Context: an optimization exercise on an open-source flow, tuned for small area. The choices shown serve that exercise and are no tape-out recipe.
Where RTL was checked, it was by simulation tests only, not by an equivalence proof against the original.
Only the layout flow was run in run 3; the RTL was not checked for function there.
Power is estimated from default activity; no workload was simulated.

==> design/flow/flow/run.sh <==
#!/bin/bash
# The standard layout with two changes: the port buffers are the smallest
# buffer cell, and clock tree synthesis adds no dummy loads. Each tool's full
# output stays in ORFS's own logs; make's output goes to standard.log here.
set -euo pipefail
export BUFFER_PORTS_ARGS="-buffer_cell sky130_fd_sc_hd__buf_1"
export CTS_ARGS="-sink_clustering_enable -repair_clock_nets -buf_list sky130_fd_sc_hd__clkbuf_8 -dont_use_dummy_load"
bash standard.sh > standard.log 2>&1
==> design/flow/standard.sh <==
#!/bin/bash
# synth_recipe.tcl (not shown) runs the flow's synth.tcl, then flattens the netlist and writes it again
# the make line also repeats each setting of config.mk as NAME=value (left out here)
make -C /OpenROAD-flow-scripts/flow DESIGN_CONFIG=/design/flow/config.mk WORK_HOME=/design/flow/orfs CLKGATE_MAP_FILE= SYNTH_SCRIPT=/design/flow/synth_recipe.tcl "${@:-finish}"
==> design/flow/config.mk <==
export PLATFORM = sky130hd
export DESIGN_NAME = top
export DESIGN_NICKNAME = top
export VERILOG_FILES = /design/flow/design.v
export SDC_FILE = /design/flow/constraint.sdc
export NUM_CORES = 4
export LEC_CHECK = 0
export CAP_MARGIN = 20
export CORE_MARGIN = 2
export CORE_UTILIZATION = 65
export CTS_BUF_LIST = sky130_fd_sc_hd__clkbuf_8
export SLEW_MARGIN = 20
==> design/flow/constraint.sdc <==
create_clock -name core_clock -period 20.0 [get_ports {clk}]
set_input_delay 4.0000 -clock core_clock [delete_from_list [all_inputs] [get_ports {clk}]]
set_output_delay 4.0000 -clock core_clock [all_outputs]
set_load 0.01 [all_outputs]
==> design/flow/design.v <==
module sdm_dac_1st (
    input  logic        clk,
    input  logic        rst_n,
    input  logic        valid_in,
    input  logic [15:0] din,
    output logic        valid_out,
    output logic        dout
);
    logic [17:0] acc, y, t;
    logic [15:0] u;
    logic [16:0] z;    
    logic        s;
    assign s = acc[17];
    assign u = {~din[15], din[14:0]};
    always_comb begin
        z[0] = ~s;
        for (int i = 0; i < 16; i++) begin
            z[i+1] = z[i] & ~u[i];
            y[i]   = u[i] ^ z[i];
        end
        y[16] = s | z[16];
        y[17] = s | z[16];
    end
    dac_sum add (.acc(acc), .y(y), .t(t));
    always_ff @(posedge clk or negedge rst_n) begin
        if (!rst_n) begin
            acc       <= '0;
            valid_out <= 1'b0;
        end else begin
            valid_out <= valid_in;
            if (valid_in) acc <= t;
        end
    end
    assign dout = s;
endmodule
module dac_sum (
    input  logic [17:0] acc,
    input  logic [17:0] y,
    output logic [17:0] t
);
  logic d_s1;
  logic d_c1;
  logic d_s2;
  logic d_c2;
  logic d_s3;
  logic d_c3;
  logic d_s4;
  logic d_c4;
  logic d_s5;
  logic d_c5;
  logic d_s6;
  logic d_c6;
  logic d_s7;
  logic d_c7;
  logic d_s8;
  logic d_c8;
  logic d_s9;
  logic d_c9;
  logic d_s10;
  logic d_c10;
  logic d_s11;
  logic d_c11;
  logic d_s12;
  logic d_c12;
  logic d_s13;
  logic d_c13;
  logic d_s14;
  logic d_c14;
  logic d_s15;
  logic d_c15;
  logic d_s16;
  logic d_c16;
  logic d_s17;
  logic d_c17;
  logic d_s18;
  logic d_c18;
  assign d_s1 = acc[0] ^ y[0];
  assign d_c1 = acc[0] & y[0];
  assign t[0] = d_s1;
  assign d_s2 = acc[1] ^ y[1] ^ d_c1;
  assign d_c2 = (acc[1] | y[1]) & (acc[1] | d_c1) & (y[1] | d_c1);
  assign t[1] = d_s2;
  assign d_s3 = acc[2] ^ y[2] ^ d_c2;
  assign d_c3 = (acc[2] | y[2]) & (acc[2] | d_c2) & (y[2] | d_c2);
  assign t[2] = d_s3;
  assign d_s4 = acc[3] ^ y[3] ^ d_c3;
  assign d_c4 = (acc[3] | y[3]) & (acc[3] | d_c3) & (y[3] | d_c3);
  assign t[3] = d_s4;
  assign d_s5 = acc[4] ^ y[4] ^ d_c4;
  assign d_c5 = (acc[4] | y[4]) & (acc[4] | d_c4) & (y[4] | d_c4);
  assign t[4] = d_s5;
  assign d_s6 = acc[5] ^ y[5] ^ d_c5;
  assign d_c6 = (acc[5] | y[5]) & (acc[5] | d_c5) & (y[5] | d_c5);
  assign t[5] = d_s6;
  assign d_s7 = acc[6] ^ y[6] ^ d_c6;
  assign d_c7 = (acc[6] | y[6]) & (acc[6] | d_c6) & (y[6] | d_c6);
  assign t[6] = d_s7;
  assign d_s8 = acc[7] ^ y[7] ^ d_c7;
  assign d_c8 = (acc[7] | y[7]) & (acc[7] | d_c7) & (y[7] | d_c7);
  assign t[7] = d_s8;
  assign d_s9 = acc[8] ^ y[8] ^ d_c8;
  assign d_c9 = (acc[8] | y[8]) & (acc[8] | d_c8) & (y[8] | d_c8);
  assign t[8] = d_s9;
  assign d_s10 = acc[9] ^ y[9] ^ d_c9;
  assign d_c10 = (acc[9] | y[9]) & (acc[9] | d_c9) & (y[9] | d_c9);
  assign t[9] = d_s10;
  assign d_s11 = acc[10] ^ y[10] ^ d_c10;
  assign d_c11 = (acc[10] | y[10]) & (acc[10] | d_c10) & (y[10] | d_c10);
  assign t[10] = d_s11;
  assign d_s12 = acc[11] ^ y[11] ^ d_c11;
  assign d_c12 = (acc[11] | y[11]) & (acc[11] | d_c11) & (y[11] | d_c11);
  assign t[11] = d_s12;
  assign d_s13 = acc[12] ^ y[12] ^ d_c12;
  assign d_c13 = (acc[12] | y[12]) & (acc[12] | d_c12) & (y[12] | d_c12);
  assign t[12] = d_s13;
  assign d_s14 = acc[13] ^ y[13] ^ d_c13;
  assign d_c14 = (acc[13] | y[13]) & (acc[13] | d_c13) & (y[13] | d_c13);
  assign t[13] = d_s14;
  assign d_s15 = acc[14] ^ y[14] ^ d_c14;
  assign d_c15 = (acc[14] | y[14]) & (acc[14] | d_c14) & (y[14] | d_c14);
  assign t[14] = d_s15;
  assign d_s16 = acc[15] ^ y[15] ^ d_c15;
  assign d_c16 = (acc[15] | y[15]) & (acc[15] | d_c15) & (y[15] | d_c15);
  assign t[15] = d_s16;
  assign d_s17 = acc[16] ^ y[16] ^ d_c16;
  assign d_c17 = (acc[16] | y[16]) & (acc[16] | d_c16) & (y[16] | d_c16);
  assign t[16] = d_s17;
  assign d_s18 = acc[17] ^ y[17] ^ d_c17;
  assign d_c18 = (acc[17] | y[17]) & (acc[17] | d_c17) & (y[17] | d_c17);
  assign t[17] = d_s18;
endmodule
module comb_decimator (
    input  logic       clk,
    input  logic       rst_n,
    input  logic       valid_in,
    input  logic       din,
    output logic       take,       
    output logic [4:0] blk         
);
    logic [3:0] cnt, cnt_n;
    logic [4:0] blk_n;
    assign take = valid_in & (cnt == 4'd15);
    inc4 ic (.x(cnt), .ci(valid_in), .y(cnt_n));
    inc5 ib (.x(blk), .ci(din & valid_in), .y(blk_n));
    always_ff @(posedge clk or negedge rst_n) begin
        if (!rst_n) begin
            cnt <= 4'd0;
            blk <= 5'b11000;   
        end else begin
            cnt <= cnt_n;
            if (take) blk <= {4'b1100, din};
            else      blk <= blk_n;
        end
    end
endmodule
module inc5 (
    input  logic [4:0] x,
    input  logic ci,
    output logic [4:0] y
);
  logic inc5_s1;
  logic inc5_c1;
  logic inc5_s2;
  logic inc5_c2;
  logic inc5_s3;
  logic inc5_c3;
  logic inc5_s4;
  logic inc5_c4;
  assign inc5_s1 = x[0] ^ ci;
  assign inc5_c1 = x[0] & ci;
  assign y[0] = inc5_s1;
  assign inc5_s2 = x[1] ^ inc5_c1;
  assign inc5_c2 = x[1] & inc5_c1;
  assign y[1] = inc5_s2;
  assign inc5_s3 = x[2] ^ inc5_c2;
  assign inc5_c3 = x[2] & inc5_c2;
  assign y[2] = inc5_s3;
  assign inc5_s4 = x[3] ^ inc5_c3;
  assign inc5_c4 = x[3] & inc5_c3;
  assign y[3] = inc5_s4;
  assign y[4] = (x[4] ^ inc5_c4);
endmodule
module fir_decimator (
    input  logic               clk,
    input  logic               rst_n,
    input  logic               take,
    input  logic [4:0]         blk,
    output logic               valid_out,
    output logic signed [15:0] data_out
);
    logic [4:0]  hold;       
    logic [3:0]  wp;         
    logic        wrapped;    
    logic        v1, v2;     
    logic [3:0]  ph;         
    logic        px, py;     
    logic [1:0]  st;         
    logic        s0;         
    logic        clr;        
    logic [79:0] ring;       
    logic [31:0] acc;
    localparam logic [1:0] IDLE = 2'd0, WAIT = 2'd1, SW1 = 2'd2, SW2 = 2'd3;
    logic [3:0]  n, ph_n, wp_n, kc, k;
    logic        late, run, elig, x_a, y_a, x_b, y_b, use_ring, en, isy, load, f;
    logic [4:0]  o;
    inc4 iph (.x(ph), .ci(1'b1), .y(ph_n));
    inc4 iwp (.x(wp), .ci(take), .y(wp_n));
    assign n    = {wp[3:2], 2'b11};
    assign late = v1 | v2;
    assign run  = st[1];
    sub4 skc (.x(n), .y(ph), .d(kc));
    assign elig = run & (kc != 4'd1) & (kc != 4'd2) & (kc != 4'd3) & (kc != 4'd13);
    assign x_a  = v1 & (wp[1:0] == 2'd3);
    assign y_a  = v2 & (wp[1:0] == 2'd3);
    assign x_b  = px & (ph == wp);
    assign y_b  = py & (ph_n == wp);
    assign use_ring = elig;
    assign isy  = use_ring ? st[0] : (y_a | y_b);
    assign en   = elig | x_a | y_a | x_b | y_b;
    assign k    = use_ring ? kc : {2'b00, ~wp[1:0]};
    assign o    = use_ring ? ring[4:0] : hold;
    assign f    = (use_ring ? (ph == 4'd1) : (wp == 4'd1)) & ~wrapped;
    assign load = clr | (v2 & (wp[1:0] == 2'd0));
    always_ff @(posedge clk or negedge rst_n) begin
        if (!rst_n) begin
            hold    <= '0;
            wp      <= '0;
            wrapped <= 1'b0;
            v1      <= 1'b0;
            v2      <= 1'b0;
            ph      <= '0;
            px      <= 1'b0;
            py      <= 1'b0;
            st      <= IDLE;
            s0      <= 1'b0;
            clr     <= 1'b1;
        end else begin
            ph <= ph_n;
            v1 <= take;
            v2 <= v1;
            wp <= wp_n;
            if (take) begin
                hold    <= blk;
                if (wp == 4'd15) wrapped <= 1'b1;
            end
            if (ph == 4'd15) clr <= 1'b0;
            if (take)     px <= (wp[1:0] == 2'd0) | (wp[1:0] == 2'd1);
            else if (x_b) px <= 1'b0;
            if (take)     py <= (wp[1:0] == 2'd0) | (wp[1:0] == 2'd1);
            else if (y_b) py <= 1'b0;
            if (v2 & (wp[1:0] == 2'd0)) st <= WAIT;
            else if (ph[2:0] == 3'd7 && (st == WAIT || ph[3] != s0)) begin
                s0 <= ph_n[3];
                st <= (st == WAIT) ? SW1 : (st == SW1) ? SW2 : IDLE;
            end
        end
    end
    always_ff @(posedge clk) begin
        ring[74:0]  <= ring[79:5];
        ring[79:75] <= (clr | (ph == wp)) ? hold : ring[4:0];
    end
    logic [14:0] c;
    logic        cneg;
    always_comb begin
        case (k)
            4'd0, 4'd1, 4'd15: c = (k == 4'd0) ? 15'd119 : 15'd197;
            4'd2, 4'd14:       c = 15'd692;
            4'd4, 4'd12:       c = 15'd2613;
            4'd5, 4'd11:       c = 15'd2855;
            4'd6, 4'd10:       c = 15'd5177;
            4'd7, 4'd9:        c = 15'd18681;
            4'd8:              c = 15'd25580;
            default:           c = 15'd0;
        endcase
        cneg = (k == 4'd0) | (k == 4'd4) | (k == 4'd5) | (k == 4'd11) | (k == 4'd12);
    end
    logic [2:0] d1;
    logic       neg, two, one, neg3, one3, enx, e_neg;
    assign d1  = o[4:2] + {2'b00, o[1]};
    assign neg = en & ((isy ? o[1] : d1[2]) ^ cneg);
    assign two = en & (isy ? (o[1] & ~o[0]) : ((d1 == 3'd2) | (d1 == 3'b110)));
    assign one = en & (isy ? o[0] : d1[0]);
    assign enx = en & ~isy;
    always_comb begin
        if (f) begin
            one3  = enx & ~o[4];
            e_neg = 1'b1;
        end else begin
            one3  = enx & ((~o[4] & (o != 5'd0)) | (o == 5'b11000));
            e_neg = ~o[4];
        end
    end
    assign neg3 = one3 & (e_neg ^ cneg);
    logic [15:0] m, t;
    logic [16:0] ap;
    logic [14:0] m3, t3;
    logic [15:0] a3;
    logic [18:0] pp;         
    assign m  = two ? {c, 1'b0} : one ? {1'b0, c} : 16'd0;
    assign t  = m ^ {16{neg}};
    assign ap = {en & ~neg, t};
    assign pp = isy ? {2'b00, ap} : {ap, 2'b00};
    assign m3 = one3 ? c : 15'd0;
    assign t3 = m3 ^ {15{neg3}};
    assign a3 = {enx & ~neg3, t3};
    logic [31:0] sum, kload;
    fir_sum add (.acc(acc), .a3(a3), .pp(pp), .neg12(neg & isy), .neg14(neg & ~isy),
                 .neg3(neg3), .sum(sum));
    localparam logic [31:0] KSTEP  = 32'h40000000 + 32'h10000000 + 32'h00008000;
    localparam logic [31:0] KBASE  = 32'd0 - 32'd15 * KSTEP;
    localparam logic [31:0] KFIRST = 32'd0 - 32'd3 * KSTEP + 32'd692 * 2048;
    assign kload = clr ? KFIRST :
                   KBASE + (wrapped ? 32'd0 : (wp[3] ^ wp[2]) ? 32'd5177 * 2048 : 32'd692 * 2048);
    always_ff @(posedge clk) begin
        if (load) acc[15:0] <= kload[15:0];
        else      acc[15:0] <= sum[15:0];
    end
    always_ff @(posedge clk or negedge rst_n) begin
        if (!rst_n)    acc[31:16] <= '0;
        else if (load) acc[31:16] <= kload[31:16];
        else           acc[31:16] <= sum[31:16];
    end
    assign valid_out = late ? (wp[1:0] == 2'd0) : (wp[1:0] == 2'd3);
    assign data_out  = acc[31:16];
endmodule
module fir_sum (
    input  logic [31:0] acc,
    input  logic [15:0] a3,
    input  logic [18:0] pp,
    input  logic neg12,
    input  logic neg14,
    input  logic neg3,
    output logic [31:0] sum
);
  logic e_s1;
  logic e_c1;
  logic e_s2;
  logic e_c2;
  logic e_s3;
  logic e_c3;
  logic e_s4;
  logic e_c4;
  logic e_s5;
  logic e_c5;
  logic e_s6;
  logic e_c6;
  logic e_s7;
  logic e_c7;
  logic e_s8;
  logic e_c8;
  logic e_s9;
  logic e_c9;
  logic e_s10;
  logic e_c10;
  logic e_s11;
  logic e_c11;
  logic e_s12;
  logic e_c12;
  logic e_s13;
  logic e_c13;
  logic e_s14;
  logic e_c14;
  logic e_s15;
  logic e_c15;
  logic e_s16;
  logic e_c16;
  logic e_s17;
  logic e_c17;
  logic e_s18;
  logic e_c18;
  logic e_s19;
  logic e_c19;
  logic e_s20;
  logic e_c20;
  logic e_s21;
  logic e_c21;
  logic e_s22;
  logic e_c22;
  logic e_s23;
  logic e_c23;
  logic e_s24;
  logic e_c24;
  logic e_s25;
  logic e_c25;
  logic e_s26;
  logic e_c26;
  logic e_s27;
  logic e_c27;
  logic e_s28;
  logic e_c28;
  logic e_s29;
  logic e_c29;
  logic e_s30;
  logic e_c30;
  logic e_s31;
  logic e_c31;
  logic e_s32;
  logic e_c32;
  logic e_s33;
  logic e_c33;
  logic e_s34;
  logic e_c34;
  logic e_s35;
  logic e_c35;
  logic e_s36;
  logic e_c36;
  logic e_s37;
  logic e_c37;
  logic e_s38;
  logic e_c38;
  logic e_s39;
  logic e_c39;
  logic e_s40;
  logic e_c40;
  logic e_s41;
  logic e_c41;
  logic e_s42;
  logic e_c42;
  logic e_s43;
  logic e_c43;
  logic e_s44;
  logic e_c44;
  logic e_s45;
  logic e_c45;
  logic e_s46;
  logic e_c46;
  logic e_s47;
  logic e_c47;
  logic e_s48;
  logic e_c48;
  logic e_s49;
  logic e_c49;
  logic e_s50;
  logic e_c50;
  logic e_s51;
  logic e_c51;
  logic e_s52;
  logic e_c52;
  logic e_s53;
  logic e_c53;
  assign e_s1 = acc[0] ^ a3[0] ^ neg3;
  assign e_c1 = (acc[0] | a3[0]) & (acc[0] | neg3) & (a3[0] | neg3);
  assign sum[0] = e_s1;
  assign e_s2 = acc[1] ^ a3[1] ^ e_c1;
  assign e_c2 = (acc[1] | a3[1]) & (acc[1] | e_c1) & (a3[1] | e_c1);
  assign sum[1] = e_s2;
  assign e_s3 = acc[2] ^ a3[2] ^ e_c2;
  assign e_c3 = (acc[2] | a3[2]) & (acc[2] | e_c2) & (a3[2] | e_c2);
  assign sum[2] = e_s3;
  assign e_s4 = acc[3] ^ a3[3] ^ e_c3;
  assign e_c4 = (acc[3] | a3[3]) & (acc[3] | e_c3) & (a3[3] | e_c3);
  assign sum[3] = e_s4;
  assign e_s5 = acc[4] ^ a3[4] ^ e_c4;
  assign e_c5 = (acc[4] | a3[4]) & (acc[4] | e_c4) & (a3[4] | e_c4);
  assign sum[4] = e_s5;
  assign e_s6 = acc[5] ^ a3[5] ^ e_c5;
  assign e_c6 = (acc[5] | a3[5]) & (acc[5] | e_c5) & (a3[5] | e_c5);
  assign sum[5] = e_s6;
  assign e_s7 = acc[6] ^ a3[6] ^ e_c6;
  assign e_c7 = (acc[6] | a3[6]) & (acc[6] | e_c6) & (a3[6] | e_c6);
  assign sum[6] = e_s7;
  assign e_s8 = acc[7] ^ a3[7] ^ e_c7;
  assign e_c8 = (acc[7] | a3[7]) & (acc[7] | e_c7) & (a3[7] | e_c7);
  assign sum[7] = e_s8;
  assign e_s9 = acc[8] ^ a3[8] ^ e_c8;
  assign e_c9 = (acc[8] | a3[8]) & (acc[8] | e_c8) & (a3[8] | e_c8);
  assign sum[8] = e_s9;
  assign e_s10 = acc[9] ^ a3[9] ^ e_c9;
  assign e_c10 = (acc[9] | a3[9]) & (acc[9] | e_c9) & (a3[9] | e_c9);
  assign sum[9] = e_s10;
  assign e_s11 = acc[10] ^ a3[10] ^ e_c10;
  assign e_c11 = (acc[10] | a3[10]) & (acc[10] | e_c10) & (a3[10] | e_c10);
  assign sum[10] = e_s11;
  assign e_s12 = acc[11] ^ a3[11] ^ e_c11;
  assign e_c12 = (acc[11] | a3[11]) & (acc[11] | e_c11) & (a3[11] | e_c11);
  assign sum[11] = e_s12;
  assign e_s13 = acc[12] ^ a3[12] ^ pp[0];
  assign e_c13 = (acc[12] | a3[12]) & (acc[12] | pp[0]) & (a3[12] | pp[0]);
  assign e_s14 = neg12 ^ e_c12 ^ e_s13;
  assign e_c14 = (neg12 | e_c12) & (neg12 | e_s13) & (e_c12 | e_s13);
  assign sum[12] = e_s14;
  assign e_s15 = acc[13] ^ a3[13] ^ pp[1];
  assign e_c15 = (acc[13] | a3[13]) & (acc[13] | pp[1]) & (a3[13] | pp[1]);
  assign e_s16 = e_c13 ^ e_c14 ^ e_s15;
  assign e_c16 = (e_c13 | e_c14) & (e_c13 | e_s15) & (e_c14 | e_s15);
  assign sum[13] = e_s16;
  assign e_s17 = acc[14] ^ a3[14] ^ pp[2];
  assign e_c17 = (acc[14] | a3[14]) & (acc[14] | pp[2]) & (a3[14] | pp[2]);
  assign e_s18 = neg14 ^ e_c15 ^ e_c16;
  assign e_c18 = (neg14 | e_c15) & (neg14 | e_c16) & (e_c15 | e_c16);
  assign e_s19 = e_s17 ^ e_s18;
  assign e_c19 = e_s17 & e_s18;
  assign sum[14] = e_s19;
  assign e_s20 = acc[15] ^ a3[15] ^ pp[3];
  assign e_c20 = (acc[15] | a3[15]) & (acc[15] | pp[3]) & (a3[15] | pp[3]);
  assign e_s21 = e_c17 ^ e_c18 ^ e_c19;
  assign e_c21 = (e_c17 | e_c18) & (e_c17 | e_c19) & (e_c18 | e_c19);
  assign e_s22 = e_s20 ^ e_s21;
  assign e_c22 = e_s20 & e_s21;
  assign sum[15] = e_s22;
  assign e_s23 = acc[16] ^ pp[4] ^ e_c20;
  assign e_c23 = (acc[16] | pp[4]) & (acc[16] | e_c20) & (pp[4] | e_c20);
  assign e_s24 = e_c21 ^ e_c22 ^ e_s23;
  assign e_c24 = (e_c21 | e_c22) & (e_c21 | e_s23) & (e_c22 | e_s23);
  assign sum[16] = e_s24;
  assign e_s25 = acc[17] ^ pp[5] ^ e_c23;
  assign e_c25 = (acc[17] | pp[5]) & (acc[17] | e_c23) & (pp[5] | e_c23);
  assign e_s26 = e_c24 ^ e_s25;
  assign e_c26 = e_c24 & e_s25;
  assign sum[17] = e_s26;
  assign e_s27 = acc[18] ^ pp[6] ^ e_c25;
  assign e_c27 = (acc[18] | pp[6]) & (acc[18] | e_c25) & (pp[6] | e_c25);
  assign e_s28 = e_c26 ^ e_s27;
  assign e_c28 = e_c26 & e_s27;
  assign sum[18] = e_s28;
  assign e_s29 = acc[19] ^ pp[7] ^ e_c27;
  assign e_c29 = (acc[19] | pp[7]) & (acc[19] | e_c27) & (pp[7] | e_c27);
  assign e_s30 = e_c28 ^ e_s29;
  assign e_c30 = e_c28 & e_s29;
  assign sum[19] = e_s30;
  assign e_s31 = acc[20] ^ pp[8] ^ e_c29;
  assign e_c31 = (acc[20] | pp[8]) & (acc[20] | e_c29) & (pp[8] | e_c29);
  assign e_s32 = e_c30 ^ e_s31;
  assign e_c32 = e_c30 & e_s31;
  assign sum[20] = e_s32;
  assign e_s33 = acc[21] ^ pp[9] ^ e_c31;
  assign e_c33 = (acc[21] | pp[9]) & (acc[21] | e_c31) & (pp[9] | e_c31);
  assign e_s34 = e_c32 ^ e_s33;
  assign e_c34 = e_c32 & e_s33;
  assign sum[21] = e_s34;
  assign e_s35 = acc[22] ^ pp[10] ^ e_c33;
  assign e_c35 = (acc[22] | pp[10]) & (acc[22] | e_c33) & (pp[10] | e_c33);
  assign e_s36 = e_c34 ^ e_s35;
  assign e_c36 = e_c34 & e_s35;
  assign sum[22] = e_s36;
  assign e_s37 = acc[23] ^ pp[11] ^ e_c35;
  assign e_c37 = (acc[23] | pp[11]) & (acc[23] | e_c35) & (pp[11] | e_c35);
  assign e_s38 = e_c36 ^ e_s37;
  assign e_c38 = e_c36 & e_s37;
  assign sum[23] = e_s38;
  assign e_s39 = acc[24] ^ pp[12] ^ e_c37;
  assign e_c39 = (acc[24] | pp[12]) & (acc[24] | e_c37) & (pp[12] | e_c37);
  assign e_s40 = e_c38 ^ e_s39;
  assign e_c40 = e_c38 & e_s39;
  assign sum[24] = e_s40;
  assign e_s41 = acc[25] ^ pp[13] ^ e_c39;
  assign e_c41 = (acc[25] | pp[13]) & (acc[25] | e_c39) & (pp[13] | e_c39);
  assign e_s42 = e_c40 ^ e_s41;
  assign e_c42 = e_c40 & e_s41;
  assign sum[25] = e_s42;
  assign e_s43 = acc[26] ^ pp[14] ^ e_c41;
  assign e_c43 = (acc[26] | pp[14]) & (acc[26] | e_c41) & (pp[14] | e_c41);
  assign e_s44 = e_c42 ^ e_s43;
  assign e_c44 = e_c42 & e_s43;
  assign sum[26] = e_s44;
  assign e_s45 = acc[27] ^ pp[15] ^ e_c43;
  assign e_c45 = (acc[27] | pp[15]) & (acc[27] | e_c43) & (pp[15] | e_c43);
  assign e_s46 = e_c44 ^ e_s45;
  assign e_c46 = e_c44 & e_s45;
  assign sum[27] = e_s46;
  assign e_s47 = acc[28] ^ pp[16] ^ e_c45;
  assign e_c47 = (acc[28] | pp[16]) & (acc[28] | e_c45) & (pp[16] | e_c45);
  assign e_s48 = e_c46 ^ e_s47;
  assign e_c48 = e_c46 & e_s47;
  assign sum[28] = e_s48;
  assign e_s49 = acc[29] ^ pp[17] ^ e_c47;
  assign e_c49 = (acc[29] | pp[17]) & (acc[29] | e_c47) & (pp[17] | e_c47);
  assign e_s50 = e_c48 ^ e_s49;
  assign e_c50 = e_c48 & e_s49;
  assign sum[29] = e_s50;
  assign e_s51 = acc[30] ^ pp[18] ^ e_c49;
  assign e_c51 = (acc[30] | pp[18]) & (acc[30] | e_c49) & (pp[18] | e_c49);
  assign e_s52 = e_c50 ^ e_s51;
  assign e_c52 = e_c50 & e_s51;
  assign sum[30] = e_s52;
  assign e_s53 = acc[31] ^ e_c51 ^ e_c52;
  assign e_c53 = (acc[31] | e_c51) & (acc[31] | e_c52) & (e_c51 | e_c52);
  assign sum[31] = e_s53;
endmodule
module inc4 (
    input  logic [3:0] x,
    input  logic ci,
    output logic [3:0] y
);
  logic inc4_s1;
  logic inc4_c1;
  logic inc4_s2;
  logic inc4_c2;
  logic inc4_s3;
  logic inc4_c3;
  assign inc4_s1 = x[0] ^ ci;
  assign inc4_c1 = x[0] & ci;
  assign y[0] = inc4_s1;
  assign inc4_s2 = x[1] ^ inc4_c1;
  assign inc4_c2 = x[1] & inc4_c1;
  assign y[1] = inc4_s2;
  assign inc4_s3 = x[2] ^ inc4_c2;
  assign inc4_c3 = x[2] & inc4_c2;
  assign y[2] = inc4_s3;
  assign y[3] = (x[3] ^ inc4_c3);
endmodule
module sub4 (
    input  logic [3:0] x,
    input  logic [3:0] y,
    output logic [3:0] d
);
  logic sb_s1;
  logic sb_c1;
  logic sb_s2;
  logic sb_c2;
  logic sb_s3;
  logic sb_c3;
  logic sb_s4;
  logic sb_c4;
  assign sb_s1 = x[0] ^ ~y[0] ^ 1'b1;
  assign sb_c1 = (x[0] | ~y[0]) & (x[0] | 1'b1) & (~y[0] | 1'b1);
  assign d[0] = sb_s1;
  assign sb_s2 = x[1] ^ ~y[1] ^ sb_c1;
  assign sb_c2 = (x[1] | ~y[1]) & (x[1] | sb_c1) & (~y[1] | sb_c1);
  assign d[1] = sb_s2;
  assign sb_s3 = x[2] ^ ~y[2] ^ sb_c2;
  assign sb_c3 = (x[2] | ~y[2]) & (x[2] | sb_c2) & (~y[2] | sb_c2);
  assign d[2] = sb_s3;
  assign sb_s4 = x[3] ^ ~y[3] ^ sb_c3;
  assign sb_c4 = (x[3] | ~y[3]) & (x[3] | sb_c3) & (~y[3] | sb_c3);
  assign d[3] = sb_s4;
endmodule
module sdm_adc_art (
    input  logic               clk,
    input  logic               rst_n,
    input  logic               valid_in,
    input  logic               din,
    output logic               valid_out,
    output logic signed [15:0] dout
);
    logic       take;
    logic [4:0] blk;
    comb_decimator inst1 (
        .clk(clk), .rst_n(rst_n), .valid_in(valid_in), .din(din),
        .take(take), .blk(blk)
    );
    fir_decimator inst2 (
        .clk(clk), .rst_n(rst_n), .take(take), .blk(blk),
        .valid_out(valid_out), .data_out(dout)
    );
endmodule
module top (
    input  logic              		clk,
    input  logic              		rst_n,
    input  logic              		valid_in_dac,    
    input  logic signed [15 : 0]    audio_in,        
    input  logic              		valid_in_adc,    
    input  logic              		sdm_in,          
    output logic              		valid_out_dac,
    output logic              		sdm_out,
    output logic              		valid_out_adc,
    output logic signed [15 : 0]    audio_out
);
  logic valid_out_dac_int;
  logic sdm_out_int;
  logic valid_out_adc_int;
  logic signed [15 : 0] audio_out_int;
  sdm_dac_1st dac_1st_order (
      .clk       (clk),
      .rst_n     (rst_n),
      .valid_in  (valid_in_dac),
      .din       (audio_in),
      .valid_out (valid_out_dac_int),
      .dout      (sdm_out_int)
  );
  assign valid_out_dac = valid_out_dac_int;
  assign sdm_out       = sdm_out_int;
  assign valid_out_adc = valid_out_adc_int;
  assign audio_out     = audio_out_int;
  sdm_adc_art adc_art (
      .clk       (clk),
      .rst_n     (rst_n),
      .valid_in  (valid_in_adc),
      .din       (sdm_in),
      .valid_out (valid_out_adc_int),
      .dout      (audio_out_int)
  );
endmodule
==> run notes, run 1 <==
The logs give 0.0125 mm² for the core footprint and 20.32 ns for the endpoint required time on the critical path. Of all flip-flops after synthesis, the portion carrying an async set or reset was 40.7%. For the detailed-routing iteration count for the pre-antenna-repair pass, the log shows 5. The tools report the end of the worst register-to-register path as adc_art.inst2.acc[31]$_DFF_PN0_. The die extent in x is 117 µm.

During synthesis, Yosys emitted a total of 3 warnings. In the final routed layout, each cell accounts on average for 17.0 µm. The proportion of layout cells with a drive suffix above 1 is 6.06%. The number of gates resized after CTS was 0.

Buffers added to address setup during post-CTS repair amount to 0. In this run, placement finished with an instance count of 931. The number of global-route vias before repair is 5381, and the vertical die dimension is 117 µm. The most used flip-flop cell after synthesis is sky130_fd_sc_hd__dfxtp_1. In this run the register-to-register setup slack is 6.80 ns. In this run the most critical hold path is launched from adc_art.inst2.ring[49]$_DFF_P_. For the maximum clock frequency, the log shows 75.8 MHz.

The worst setup path is of the register to register kind. After synthesis the cells add up to 0.00823 mm². Clock tree synthesis selected as its root buffer the cell sky130_fd_sc_hd__clkbuf_8. The count of endpoints failing hold in the final timing report was 0.

The H-tree was split into 4 levels. For this design, the slowest cell found on the critical path is sky130_fd_sc_hd__xnor2_2. In the routed design, unresolved DRC markers number 0. The initial antenna violation count is 0.

The number of failing setup endpoints in the final timing report was 0. The worst hold path cell count came out at 0. The synthesized design contains 162 register bits.

The synthesized instance count was 759. Counting cells, the worst reg-to-reg path comes to 52. Max-cap violations in this run came to 0. The biggest cell delay along the critical path is 0.72 ns.

The clock passes through at most 2 buffers. The logs give 904 for the net count of the finished layout and 26.8 mm for the global-route wire length before repair. The logs give 16.2 mm for the post-detailed-routing wire length and 0 for the number of antenna diodes. For the data arrival at the endpoint of the critical path, the log shows 13.52 ns. Dividing total power by cell area gives a power density of 144 mW/mm². The area growth from synthesis to layout is 4.71%.

The run gives 0 as the global-route congestion overflow total. The starting density of the core came out at 66.0%. Using the TritonRoute via totals, the vias-per-cell ratio works out to 5.57.

The element type at the critical path start was a register. For the number of vias in the routed layout, the log shows 5285. For the static leakage, the log shows 4.01 nW. The worst setup path is captured at a register. The run gives 313 as the DRC violation total after the first TritonRoute iteration. Of all cell types, the one taking the most synthesized area is sky130_fd_sc_hd__dfxtp_1.

Portion of synthesized cell area occupied by the leading cell type: 23.4%. The worst path in the final design needs a cycle of 13.20 ns, including I/O delays and setup. TritonCTS built the clock tree. The proportion of synthesized chip area in sequential cells is 43.5%, and the CTS clock-pin slew for the worst setup and hold paths is 0.08 ns.

Routability-driven placement finished with a final weighted congestion of 0.866. Global routing used 26.4% of the available tracks. The run gives 17 as the number of CTS-inserted buffers. The worst-case IR drop observed on VDD is 0.0835 mV. The final worst-path cycle share works out to 66.0%. For the estimated wirelength of the detail-placed design, the log shows 12.1 mm. Sorting the synthesized cells by area gives the leading types as sky130_fd_sc_hd__dfxtp_1 (23%), sky130_fd_sc_hd__dfrtp_1 (19%), sky130_fd_sc_hd__fa_1 (12%). The port buffer count works out to 39. The final count of pins violating max slew was 0; the worst clock skew was 0.0237 ns. The count of boundary I/O pins came out at 40. The number of nets with antenna violations after routing is 0. The later pin in the worst-skew pair is clocked with a latency of 0.46 ns. The most common cell type on the critical path is sky130_fd_sc_hd__ha_1.

The run finished with no timing, DRC or antenna violations. In this run the worst hold path is classified as register to register. The startpoint identified for the worst register-to-register timing path is adc_art.inst2.ph[0]$_DFF_PN0_. The net count of the mapped netlist was 885; the relative slew slack was 38.3%. The final total negative setup slack was 0 ns.

The slew at the pin with the worst max-slew slack works out to 0.921 ns. The final instance count without filler cells is 948. The tools report the end point of the worst hold path as adc_art.inst2.ring[44]$_DFF_P_.

The maximum number of pins on one net before global-route repair is 67, and the top fanout value on the critical path is 15. For the cts-stage hold buffer count, the log shows 0. The full die area came out at 0.0136 mm².

The number of distinct library cells after synthesis was 67; the average cell area after synthesis was 10.8 µm². The synthesized design contains 0 enable-type register cells. The clock drives 162 sinks. Setup repair after global routing left no endpoint under its margin. The standard-cell row count came out at 41.
==> cell usage after synthesis (3+ instances only) <==
library cell               number
sky130_fd_sc_hd__o21ai_1        5
sky130_fd_sc_hd__a21oi_1       28
sky130_fd_sc_hd__fa_1          51
sky130_fd_sc_hd__o21ai_0       10
sky130_fd_sc_hd__mux2_2        11
sky130_fd_sc_hd__nor2_1        45
sky130_fd_sc_hd__and2_1        11
sky130_fd_sc_hd__o221ai_1       4
sky130_fd_sc_hd__o211ai_1       3
sky130_fd_sc_hd__inv_1         72
sky130_fd_sc_hd__o22ai_1       12
sky130_fd_sc_hd__nand3_1       11
sky130_fd_sc_hd__o32a_1         3
sky130_fd_sc_hd__o31ai_1        3
sky130_fd_sc_hd__buf_2          7
sky130_fd_sc_hd__ha_1          54
sky130_fd_sc_hd__dfstp_2        3
sky130_fd_sc_hd__a31oi_1        4
sky130_fd_sc_hd__and3_1        10
sky130_fd_sc_hd__nand2b_1       8
sky130_fd_sc_hd__nor2b_1        9
sky130_fd_sc_hd__o21a_1         3
sky130_fd_sc_hd__dfrtp_1       63
sky130_fd_sc_hd__a21o_1         5
sky130_fd_sc_hd__mux2i_1       23
sky130_fd_sc_hd__clkbuf_1      17
sky130_fd_sc_hd__buf_4         18
sky130_fd_sc_hd__dfxtp_1       96
sky130_fd_sc_hd__xor2_1        29
sky130_fd_sc_hd__xnor2_1       17
sky130_fd_sc_hd__nand2_1       69
sky130_fd_sc_hd__nor3_1        11
==> cells in the final DEF (no fill, tap or decap), types with 12 or more instances in the layout <==
cell type,count
sky130_fd_sc_hd__ha_1,54
sky130_fd_sc_hd__fa_1,51
sky130_fd_sc_hd__dfxtp_1,96
sky130_fd_sc_hd__a21oi_1,28
sky130_fd_sc_hd__buf_1,38
sky130_fd_sc_hd__o22ai_1,12
sky130_fd_sc_hd__inv_1,72
sky130_fd_sc_hd__xnor2_1,17
sky130_fd_sc_hd__dfrtp_1,63
sky130_fd_sc_hd__nand2_1,69
sky130_fd_sc_hd__xor2_1,29
sky130_fd_sc_hd__clkbuf_8,17
sky130_fd_sc_hd__nor2_1,45
sky130_fd_sc_hd__mux2i_1,23
==> worst max path at each step <==
stage,from,end,slack (ns)
after global placement,adc_art.inst2.ph[1]$_DFF_PN0_,adc_art.inst2.acc[31]$_DFF_PN0_,7.10
after detailed placement,adc_art.inst2.ph[0]$_DFF_PN0_,adc_art.inst2.acc[31]$_DFF_PN0_,6.79
final,adc_art.inst2.ph[0]$_DFF_PN0_,adc_art.inst2.acc[31]$_DFF_PN0_,6.80
after CTS,adc_art.inst2.ph[0]$_DFF_PN0_,adc_art.inst2.acc[31]$_DFF_PN0_,6.76
after global routing,adc_art.inst2.ph[0]$_DFF_PN0_,adc_art.inst2.acc[31]$_DFF_PN0_,6.01
after floorplan,adc_art.inst2.ph[0]$_DFF_PN0_,adc_art.inst2.acc[31]$_DFF_PN0_,7.79
==> per-stage QoR <==
stage / utilization (%) / worst slack (ns) / power [mW] / area, µm² / hold WS [ns]
floorplan: - / 7.79 / 0.945 / 8230 / 0.310
global placement: 67.2 / 7.10 / 1.04 / 8380 / 0.312
detailed placement: 67.2 / 6.79 / 1.08 / 8380 / 0.312
CTS: 69.1 / 6.76 / 1.25 / 8620 / 0.322
global route: 69.1 / 6.01 / 1.36 / 8620 / 0.323
finish: 69.1 / 6.80 / 1.24 / 8620 / 0.320
==> layout make-up <==
| class | count | area (µm²) |
|---|---|---|
| repair buffers | 45 | 193 |
| clock buffers | 17 | 234 |
| flip-flops and latches | 162 | 3580 |
| inverters | 73 | 274 |
| fillers | 961 | 3850 |
| multi-input cells | 479 | 4120 |
| well taps | 172 | 215 |
==> critical path: cells and delay by family (launching register included) <==
family	cells	cell delay [ns]
muxes	1	0.28
adders and majority gates	33	9.03
buffers and inverters	8	0.75
xor gates and xnor gates	4	1.16
DFF	1	0.59
and+or+nand+nor	6	1.19
==> cell families after synthesis <==
group | Yosys count | synth area share [%]
XOR/XNOR | 50 | 5.95
adder cells (fa/ha/maj) | 105 | 20.6
multiplexers | 35 | 4.58
buffers and inverters | 118 | 6.42
flip-flops | 162 | 43.5
AO/OA/AOI/OAI | 101 | 8.32
AND/OR/NAND/NOR | 188 | 10.6
==> per-layer routing <==
layer | part of all wire, % | up-vias | GRT usage [%]
met4 | 3.8 | 0 | 12.6
met3 | 4.8 | 53 | 6.49
met5 | 0 | - | 0
li1 | - | 2520 | -
met1 | 42 | 2570 | 32.7
met2 | 49 | 142 | 43.8
==> registers in the layout, summed over array words and instances, names as in the netlist, 2 cells and up <==
| signal | cells |
|---|---|
| adc_art.inst1.blk | 5 |
| adc_art.inst1.cnt | 4 |
| adc_art.inst2.acc | 32 |
| adc_art.inst2.hold | 5 |
| adc_art.inst2.ph | 4 |
| adc_art.inst2.ring | 80 |
| adc_art.inst2.st | 2 |
| adc_art.inst2.wp | 4 |
| dac_1st_order.acc | 18 |
==> where the power goes <==
group / internal [mW] / leakage, nW / switching [mW]
clock network: 0.0749 / 0.122 / 0.0995
logic: 0.255 / 2.31 / 0.342
registers: 0.414 / 1.58 / 0.0564
total: 0.744 / 4.01 / 0.498
==> inputs of run 2 (changes only) <==
--- a/design/flow/config.mk
+++ b/design/flow/config.mk
@@ -7,6 +7,6 @@
 export LEC_CHECK = 0
 export CAP_MARGIN = 20
 export CORE_MARGIN = 2
-export CORE_UTILIZATION = 65
+export CORE_UTILIZATION = 40
 export CTS_BUF_LIST = sky130_fd_sc_hd__clkbuf_8
 export SLEW_MARGIN = 20
==> run notes, run 2 <==
The proportion of synthesized chip area in sequential cells was 43.5% (unchanged). The share of async-settable or async-resettable flops after synthesis came out at 40.7% (unchanged). The flow ran to the end and the layout has no timing, DRC or antenna violations. The tools report the worst IR drop on VDD as 0.0610 mV (-27%).

Of all cell types, the one taking the most synthesized area is sky130_fd_sc_hd__dfxtp_1. The logs give 0 ns (unchanged) for the final total negative setup slack and 0.00412 mm² (unchanged) for the total area of multi-input combinational cells. Initial antenna violation count: 0 (unchanged).

The logs give 13.87 ns (+0.35 ns) for the data arrival at the endpoint of the critical path and 47.2% (-0.9 points) for the portion of total power attributed to combinational logic. The final worst-path cycle share is 67.8% (+1.8 points), and the number of max-cap violations is 0 (unchanged). The clock tree buffer depth came out at 2 (unchanged). The vertical die dimension works out to 147 µm (+27%).

The register cell area after layout was 0.00358 mm² (unchanged). The die extent in x was 147 µm (+27%). The endpoint class of the critical path was a register. More flip-flops sit in one register than any other, and that register is adc_art.inst2.ring. The core footprint came out at 0.0202 mm² (+62%). Setup repair after global routing left no endpoint under its margin. The global placer's final weighted congestion was 0.964 (+11%); the standard-cell row count was 52 (+27%). The post-route standard cell area excluding fillers is 0.00872 mm² (+1.2%), and the endpoint required time on the critical path is 20.30 ns (-0.02 ns). The net count of the finished layout is 901 (-0.33%), and the number of flip-flops under the largest register name is 80 (unchanged).

TritonCTS built the clock tree. The portion of synthesized cell area occupied by the leading cell type was 23.4% (unchanged); the number of global-route vias before repair was 5050 (-6.2%). The number of enable flip-flop cells after synthesis is 0 (unchanged). The number of post-CTS setup repair buffers was 0 (unchanged); the layout overhead on the synthesized area was 5.93%. The library cell used most frequently in the layout, excluding fill and tap cells, is sky130_fd_sc_hd__dfxtp_1. The full die area was 0.0217 mm² (+60%). The logs give 73.7 MHz (-2.7%) for the maximum clock frequency and 36.9% (-1.3 points) for the relative slew slack. The proportion of layout cells with a drive suffix above 1 is 5.69% (-0.36 points). The average via count per standard cell is 4.90 (-12%). The tools report the net switching power of the design as 0.481 mW (-3.4%). The clock period minus final worst setup slack is 13.57 ns (+0.367 ns), and the maximum number of pins on one net before global-route repair is 67 (unchanged). The count of endpoints failing hold in the final timing report was 0 (unchanged). The number of failing setup endpoints in the final timing report was 0 (unchanged). The tree is rooted in a sky130_fd_sc_hd__clkbuf_8. The number of vias in the routed layout is 5108 (-3.3%), and the yosys synthesis warning count is 3 (unchanged). The H-tree depth is 4 (unchanged). The internal power contribution is 0.740 mW (-0.54%), and the detailed-routing iteration count for the pre-antenna-repair pass is 7 (+2). The number of instances resized during post-cts repair is 0 (unchanged). The slew at the pin with the worst max-slew slack works out to 0.942 ns (+0.0211 ns). The final instance count without filler cells came out at 1043 (+10%).

The count of state elements after synthesis came out at 162 (unchanged). The global-route congestion overflow total is 0 (unchanged), and the final worst hold slack is 0.305 ns (-0.0150 ns). The run gives 0.0250 ns (+0.00129 ns) as the worst clock skew. The min-delay analysis places its worst path in the category register to register. The fraction of power spent switching nets came out at 39.4% (-0.69 points). Biggest cell delay along the critical path: 0.75 ns (+0.03 ns). The power per cell area came out at 140 mW/mm² (-2.8%). The number of fillers in the final layout came out at 1941 (+100%).

The run gives 25.9 mm (-3.1%) as the global-route wire length before repair. Ranked by total cell area, the synthesized netlist is headed by sky130_fd_sc_hd__dfxtp_1 (23%), sky130_fd_sc_hd__dfrtp_1 (19%), sky130_fd_sc_hd__fa_1 (12%). The logs give 15.3 mm (-5.2%) for the post-detailed-routing wire length and 43.1% (-26 points) for the final design utilization.

The commonest register cell after synthesis was sky130_fd_sc_hd__dfxtp_1. The tools report the number of distinct library cells after synthesis as 67 (unchanged). The port buffer count is 39 (unchanged). Count of boundary I/O pins: 40 (unchanged). The part of the power in registers was 38.5% (+0.7 points).

The final setup slack of the worst path came out at 6.43 ns (-0.367 ns). The run gives 759 (unchanged) as the synthesized instance count. The DRC violation count after routing is 0 (unchanged). The run gives 1026 (+10%) as the number of placed instances with taps included.

For the number of CTS-inserted buffers, the log shows 17 (unchanged). The number of nets with antenna violations after routing was 0 (unchanged). Sorting the synthesized cells by how often they occur yields sky130_fd_sc_hd__dfxtp_1 (96), sky130_fd_sc_hd__inv_1 (72), sky130_fd_sc_hd__nand2_1 (69).

The element type at the critical path start is a register. Critical path's slowest cell: sky130_fd_sc_hd__xnor2_2. The run gives 40.7% (-25 points) as the starting density of the core. The most common cell in the synthesized netlist is sky130_fd_sc_hd__dfxtp_1. The logs give 885 (unchanged) for the net count of the mapped netlist and 313 (unchanged) for the DRC violation total after the first TritonRoute iteration. The estimated wirelength of the detail-placed design came out at 11.3 mm (-6.5%).

In the final layout, the registers with the most flip-flops are adc_art.inst2.ring x80, adc_art.inst2.acc x32, dac_1st_order.acc x18. The top cell types in the final layout, fill and taps aside, are sky130_fd_sc_hd__dfxtp_1 (96), sky130_fd_sc_hd__inv_1 (72), sky130_fd_sc_hd__nand2_1 (69), sky130_fd_sc_hd__dfrtp_1 (63), sky130_fd_sc_hd__ha_1 (54). Top fanout value on the critical path: 15 (unchanged). The run gives 0.00848 mm² (+1.2%) as the cell area after placement. For the static leakage, the log shows 3.99 nW (-0.37%). The insertion delay of the later-clocked pin in the worst-skew pair came out at 0.45 ns (about the same).

The average cell area after synthesis works out to 10.8 µm² (unchanged). The run gives 6.47 ns (-0.327 ns) as the worst setup slack before clock tree synthesis. The critical path in this run is classified as register to register.

The logs give 0.00823 mm² (unchanged) for the netlist area before placement and 0 (unchanged) for the final count of pins violating max slew. The total global-route track usage is 15.2% (-11 points), and the wire length per cell after detailed routing is 14.7 µm (-14%). The most numerous cell type found on the critical path is sky130_fd_sc_hd__ha_1.

The tools report the relative contribution of the clock network to total power as 14.3% (+0.3 points). CTS clock-pin slew for the worst setup and hold paths: 0.08 ns (about the same). The cts-stage hold buffer count was 0 (unchanged). The number of antenna diodes was 0 (unchanged); the final total power was 1.22 mW (-1.7%).

The number of sinks on the clock net is 162 (unchanged).
-- run 2: cell counts after synthesis --
No cell type changed its count.
-- run 2: cell type report --
class,instances,area share [%]
Multi-Input combinational cell,479,47.3
Inverter,73,3.14
Clock buffer,17,2.68
Timing Repair Buffer,42,1.95
Sequential cell,162,41.0
Tap cell,270,3.88
-- run 2: worst paths after layout --
path	start	end	slack [ns]	depth (start not counted)
max	adc_art.inst2.ph[1]$_DFF_PN0_	adc_art.inst2.acc[31]$_DFF_PN0_	6.43	51
max reg2reg	adc_art.inst2.ph[1]$_DFF_PN0_	adc_art.inst2.acc[31]$_DFF_PN0_	6.43	51
max in group asynchronous	rst_n	adc_art.inst2.acc[18]$_DFF_PN0_	15.65	2
min in group asynchronous	rst_n	dac_1st_order.acc[7]$_DFFE_PN0P_	3.73	2
min	adc_art.inst2.ring[8]$_DFF_P_	adc_art.inst2.ring[3]$_DFF_P_	0.30	0
min reg2reg	adc_art.inst2.ring[8]$_DFF_P_	adc_art.inst2.ring[3]$_DFF_P_	0.30	0
-- run 2: cell families (layout without fill, tap and decap cells) --
kind of cell | after synthesis | count (layout) | share of synthesized area, %
AOI/OAI and AO/OA | 101 | 101 | 8.32
buffers and inverters | 118 | 132 | 6.42
adders and majority gates | 105 | 105 | 20.6
xor gates and xnor gates | 50 | 50 | 5.95
muxes | 35 | 35 | 4.58
DFF | 162 | 162 | 43.5
and+or+nand+nor | 188 | 188 | 10.6
-- run 2: routing by layer --
metal  vias up  track usage, %  share of wire, %
met5         -               0                 0
met4         0            3.89               1.1
met3        15            3.27               4.0
met2       108            23.8                45
met1      2470            21.6                50
li1       2515               -                 -
-- run 2: power groups by stage --
stage / Combinational [mW] / Clock, mW / Sequential, mW
after floorplan: 0.489 / 0 / 0.456
after global placement: 0.571 / 0 / 0.477
after detailed placement: 0.584 / 0 / 0.478
after CTS: 0.587 / 0.184 / 0.472
after global routing: 0.677 / 0.196 / 0.483
final: 0.577 / 0.174 / 0.470
-- run 2: worst max-delay path: cells and delay by family (launching register included) --
family                     cells  cell delay, ns
xor gates and xnor gates       4            1.20
adders and majority gates     33            8.88
buffers and inverters          7            0.57
AOI/OAI and AO/OA              1            0.34
and+or+nand+nor                6            1.80
DFF                            1            0.63
==> inputs of run 3 (changes only) <==
--- a/design/flow/design.v
+++ b/design/flow/design.v
@@ -291,22 +291,22 @@
         end
     end
     assign neg3 = one3 & (e_neg ^ cneg);
-    logic [15:0] m, t;
-    logic [16:0] ap;
+    logic [16:0] cx;
+    logic [17:0] m, t;
     logic [14:0] m3, t3;
     logic [15:0] a3;
     logic [18:0] pp;         
-    assign m  = two ? {c, 1'b0} : one ? {1'b0, c} : 16'd0;
-    assign t  = m ^ {16{neg}};
-    assign ap = {en & ~neg, t};
-    assign pp = isy ? {2'b00, ap} : {ap, 2'b00};
+    assign cx = isy ? {2'b00, c} : {c, 2'b00};
+    assign m  = two ? {cx, 1'b0} : one ? {1'b0, cx} : 18'd0;
+    assign t  = m ^ {18{neg}};
+    assign pp = {en & ~neg, t};
     assign m3 = one3 ? c : 15'd0;
     assign t3 = m3 ^ {15{neg3}};
     assign a3 = {enx & ~neg3, t3};
     logic [31:0] sum, kload;
-    fir_sum add (.acc(acc), .a3(a3), .pp(pp), .neg12(neg & isy), .neg14(neg & ~isy),
+    fir_sum add (.acc(acc), .a3(a3), .pp(pp), .neg12(neg), .neg14(1'b0),
                  .neg3(neg3), .sum(sum));
-    localparam logic [31:0] KSTEP  = 32'h40000000 + 32'h10000000 + 32'h00008000;
+    localparam logic [31:0] KSTEP  = 32'h40000000 + 32'h40000000 + 32'h00008000;
     localparam logic [31:0] KBASE  = 32'd0 - 32'd15 * KSTEP;
     localparam logic [31:0] KFIRST = 32'd0 - 32'd3 * KSTEP + 32'd692 * 2048;
     assign kload = clr ? KFIRST :
==> run notes, run 3 <==
The run finished with no timing, DRC or antenna violations. The wire length per cell after detailed routing came out at 14.2 µm (-3.0%). The DRC violation count after routing came out at 0 (unchanged). The largest registers in the layout are adc_art.inst2.ring x80, adc_art.inst2.acc x32, dac_1st_order.acc x18.

The count of boundary I/O pins came out at 40 (unchanged). The logs give 6.11 ns (-0.319 ns) for the final setup slack of the worst path and 17 (unchanged) for the number of CTS-inserted buffers. The tools report the critical path capture point as adc_art.inst2.acc[31]$_DFF_PN0_.

The core footprint was 0.0200 mm² (-0.96%). The number of nets with antenna violations after routing is 0 (unchanged), and the standard-cell row count is 52 (unchanged). Summed over all instances, the cell type with the most area after synthesis is sky130_fd_sc_hd__dfxtp_1.

The tools report the met2 track demand over resource in global routing as 23.4% (-0.44 points). The average cell area after synthesis came out at 11.0 µm² (+1.3%). Netlist area before placement: 0.00810 mm² (-1.6%). Element type at the critical path start: a register. The slowest stage of the critical path is the sky130_fd_sc_hd__xnor2_2 cell. Average via count per standard cell: 4.80 (-2.1%). The DRC violation total after the first TritonRoute iteration was 135 (-57%); the detailed-routing iteration count for the pre-antenna-repair pass was 4 (-3). Root buffer selected by CTS: sky130_fd_sc_hd__clkbuf_8.

The clock tree buffer depth was 2 (unchanged); the share of async-settable or async-resettable flops after synthesis was 40.7% (unchanged). The most utilized layer in the global route result was met2. The logs give 72.0 MHz (-2.3%) for the maximum clock frequency and 0.0635 mV (+4.0%) for the worst IR drop on VDD.

The vertical die dimension came out at 146 µm (-0.76%). The run gives 162 (unchanged) as the number of sinks on the clock net. The number of failing setup endpoints in the final timing report was 0 (unchanged).

The count of endpoints failing hold in the final timing report is 0 (unchanged). Leaving out fill and tap cells, the most frequent cells in the layout are sky130_fd_sc_hd__dfxtp_1 (96), sky130_fd_sc_hd__inv_1 (73), sky130_fd_sc_hd__nand2_1 (64), sky130_fd_sc_hd__dfrtp_1 (63), sky130_fd_sc_hd__ha_1 (55). The run gives 738 (-2.8%) as the synthesized instance count.

Biggest cell delay along the critical path: 0.78 ns (+0.03 ns). The slew at the pin with the worst max-slew slack is 0.958 ns (+0.0158 ns), and the global-route congestion overflow total is 0 (unchanged). The CTS clock-pin slew for the worst setup and hold paths came out at 0.09 ns (about the same). For the number of vias in the routed layout, the log shows 4921 (-3.7%). The worst setup path is captured at a register. The global-route wire length before repair was 24.9 mm (-4.1%); the top fanout value on the critical path was 15 (unchanged).

The clock period minus final worst setup slack came out at 13.89 ns (+0.319 ns). For the number of fillers in the final layout, the log shows 1976 (+1.8%). The cts-stage hold buffer count was 0 (unchanged). The number of distinct library cells after synthesis is 65 (-3.0%), and the die extent in x is 146 µm (-0.76%). The yosys synthesis warning count is 3 (unchanged), and the proportion of layout cells with a drive suffix above 1 is 6.22% (+0.52 points). The full die area came out at 0.0214 mm² (-1.5%). The net count of the mapped netlist was 865 (-2.3%); the number of post-CTS setup repair buffers was 0 (unchanged).

Power per cell area: 140 mW/mm² (+0.10%). The startpoint identified for the worst register-to-register timing path is adc_art.inst2.ph[0]$_DFF_PN0_. The tools report the proportion of synthesized chip area in sequential cells as 44.2% (+0.68 points). The commonest register cell after synthesis was sky130_fd_sc_hd__dfxtp_1. The starting density of the core was 40.4% (-0.24 points); the final instance count without filler cells was 1026 (-1.6%).

The met1 track utilization from global routing is 20.1% (-1.5 points). For the endpoint required time on the critical path, the log shows 20.27 ns (-0.03 ns). The estimated wirelength of the detail-placed design was 10.9 mm (-3.8%); the insertion delay of the later-clocked pin in the worst-skew pair was 0.45 ns (about the same).

The final worst-path cycle share is 69.4% (+1.6 points). The portion of synthesized cell area occupied by the leading cell type was 23.7% (+0.37 points); the total global-route track usage was 14.6% (-0.60 points). The number of cells on the worst reg-to-reg path was 52 (+2.0%).

The port buffer count came out at 39 (unchanged). The number of flip-flops under the largest register name came out at 80 (unchanged). The tightest min-delay check is of the register to register type. The worst setup slack before clock tree synthesis is 6.14 ns (-0.331 ns). The run gives 0 (unchanged) as the initial antenna violation count. End of the worst register-to-register path: adc_art.inst2.acc[31]$_DFF_PN0_. TritonCTS built the clock tree. Static leakage: 3.93 nW (-1.6%). The run gives 14.16 ns (+0.29 ns) as the data arrival at the endpoint of the critical path. The logs give 6.11 ns (-0.32 ns) for the setup slack of the most critical reg-to-reg path and 0 (unchanged) for the final count of pins violating max slew. The number of global-route vias before repair came out at 4948 (-2.0%). The final total power came out at 1.21 mW (-1.3%).

Among the stages of the critical path, the cell type that occurs most often is sky130_fd_sc_hd__ha_1. The tools report the worst clock skew as 0.0338 ns (+0.00875 ns). The maximum number of pins on one net before global-route repair came out at 67 (unchanged). The number of enable flip-flop cells after synthesis is 0 (unchanged). The count of state elements after synthesis was 162 (unchanged). By instance count, the leading cell after synthesis is sky130_fd_sc_hd__dfxtp_1. The commonest non-fill, non-tap cell in the layout was sky130_fd_sc_hd__dfxtp_1.

The final worst hold slack was 0.304 ns (-0.000330 ns). The H-tree depth is 4 (unchanged), and the net count of the finished layout is 885 (-1.8%). The number of placed instances with taps included is 1009 (-1.7%). The met3 usage was 3.69% (+0.42 points). Setup repair after global routing left no endpoint under its margin. The relative slew slack is 35.8% (-1.1 points). Yosys attributes the largest share of cell area to sky130_fd_sc_hd__dfxtp_1 (24%), sky130_fd_sc_hd__dfrtp_1 (19%), sky130_fd_sc_hd__fa_1 (13%). The run gives 0 ns (unchanged) as the final total negative setup slack.

The number of antenna diodes came out at 0 (unchanged). The critical path launch point was adc_art.inst2.ph[0]$_DFF_PN0_. The tools report the post-detailed-routing wire length as 14.6 mm (-4.6%). Type of the worst setup path: register to register. Counting instances in the post-synthesis netlist gives the leading cell types as sky130_fd_sc_hd__dfxtp_1 (96), sky130_fd_sc_hd__inv_1 (73), sky130_fd_sc_hd__nand2_1 (64). The number of instances resized during post-cts repair was 0 (unchanged). The area growth from synthesis to layout is 6.12%. Largest register by flop count: adc_art.inst2.ring. The global placer's final weighted congestion was 0.922 (-4.4%). For the number of max-cap violations, the log shows 0 (unchanged).
[run 3: cell types whose count changed after synthesis, moves of 4 or more]
cell and delta:
sky130_fd_sc_hd__a21o_1 +8, sky130_fd_sc_hd__a2bb2oi_1 +4, sky130_fd_sc_hd__and3_1 -8, sky130_fd_sc_hd__mux2_2 -4, sky130_fd_sc_hd__mux2i_1 -5, sky130_fd_sc_hd__nand2_1 -5, sky130_fd_sc_hd__nor2b_1 -6, sky130_fd_sc_hd__o22ai_1 -5
sky130_fd_sc_hd__xnor2_1 +10, sky130_fd_sc_hd__xor2_1 -6
[run 3: area by class of cell]
| type | instances | area [µm²] | area share [%] |
|---|---|---|---|
| multi-input cells | 461 | 4000 | 46.5 |
| flip-flops and latches | 162 | 3580 | 41.6 |
| well taps | 270 | 338 | 3.93 |
| inverters | 73 | 274 | 3.19 |
| clock buffers | 17 | 234 | 2.72 |
| repair buffers | 43 | 178 | 2.07 |
[run 3: worst min-delay path by stage]
stage | end | startpoint | slack [ns] | cells past startpoint
after floorplan | adc_art.inst2.ring[0]$_DFF_P_ | adc_art.inst2.ring[5]$_DFF_P_ | 0.31 | 0
after global placement | adc_art.inst2.ring[28]$_DFF_P_ | adc_art.inst2.ring[33]$_DFF_P_ | 0.31 | 0
after detailed placement | adc_art.inst2.ring[17]$_DFF_P_ | adc_art.inst2.ring[22]$_DFF_P_ | 0.31 | 0
after CTS | adc_art.inst2.ring[19]$_DFF_P_ | adc_art.inst2.ring[24]$_DFF_P_ | 0.31 | 0
after global routing | adc_art.inst2.ring[1]$_DFF_P_ | adc_art.inst2.ring[6]$_DFF_P_ | 0.31 | 0
final | adc_art.inst2.ring[25]$_DFF_P_ | adc_art.inst2.ring[30]$_DFF_P_ | 0.30 | 0
[run 3: through the flow]
| stage | cell area (µm²) | utilization, % |
|---|---|---|
| 6_report | 8600 | 42.9 |
| 3_3_place_gp | 8360 | 41.7 |
| 2_1_floorplan | 8100 | - |
| 3_5_place_dp | 8360 | 41.7 |
| 4_1_cts | 8600 | 42.9 |
| 5_1_grt | 8600 | 42.9 |
[run 3: kinds of logic after synthesis]
family                     Yosys count  share of synthesized area (%)
AOI/OAI and AO/OA                  105                           8.71
DFF                                162                           44.2
and+or+nand+nor                    171                           9.92
buffers and inverters              115                           6.52
xor gates and xnor gates            53                           6.21
adders and majority gates          106                           21.1
muxes                               26                           3.38
[run 3: per-layer routing]
layer	share of wire [%]	wire length, µm
met1	49	7140
met2	46	6730
met3	4.2	610
met4	0.94	138
met5	0	0
[run 3: power breakdown]
part | leakage (nW) | switching (mW) | total, mW | internal, mW
Sequential | 1.57 | 0.0531 | 0.467 | 0.413
Combinational | 2.23 | 0.316 | 0.565 | 0.249
Clock | 0.122 | 0.0985 | 0.174 | 0.0751
Total | 3.93 | 0.468 | 1.21 | 0.738
[run 3: critical path: cells and delay by family (launching register included)]
kind,cells,cell delay (ns)
adder cells (fa/ha/maj),33,9.48
AND/OR/NAND/NOR,5,1.42
XOR/XNOR,3,1.09
buffers and inverters,7,0.63
flip-flops,1,0.61
AO/OA/AOI/OAI,3,0.34
multiplexers,1,0.19

-- port drivers added, routing unchanged --
Ports are ideal in the flow. The routed layouts listed here were re-timed in OpenROAD. Step 1 assumes that a clkbuf_16 drives the clock port and a buf_2 every other input. Step 2 adds t to the input delays and takes it off the output delays; t is the mean of the earliest and latest rising clock arrival at the registers after step 1. Input paths then give back, and output paths get back, about the clock's delay inside the block. Slacks: no drivers / after step 1 / after step 2; pairs: no drivers / after step 1.
run | shift t [ns] | setup slack, ns | pins driven straight from the clock port
run 1 | 0.488 | 6.799 / 6.799 / 6.799 | 1
run 2 | 0.474 | 6.432 / 6.432 / 6.432 | 1
run 3 | 0.460 | 6.113 / 6.113 / 6.113 | 1
After both steps setup and hold are still met in every run listed.
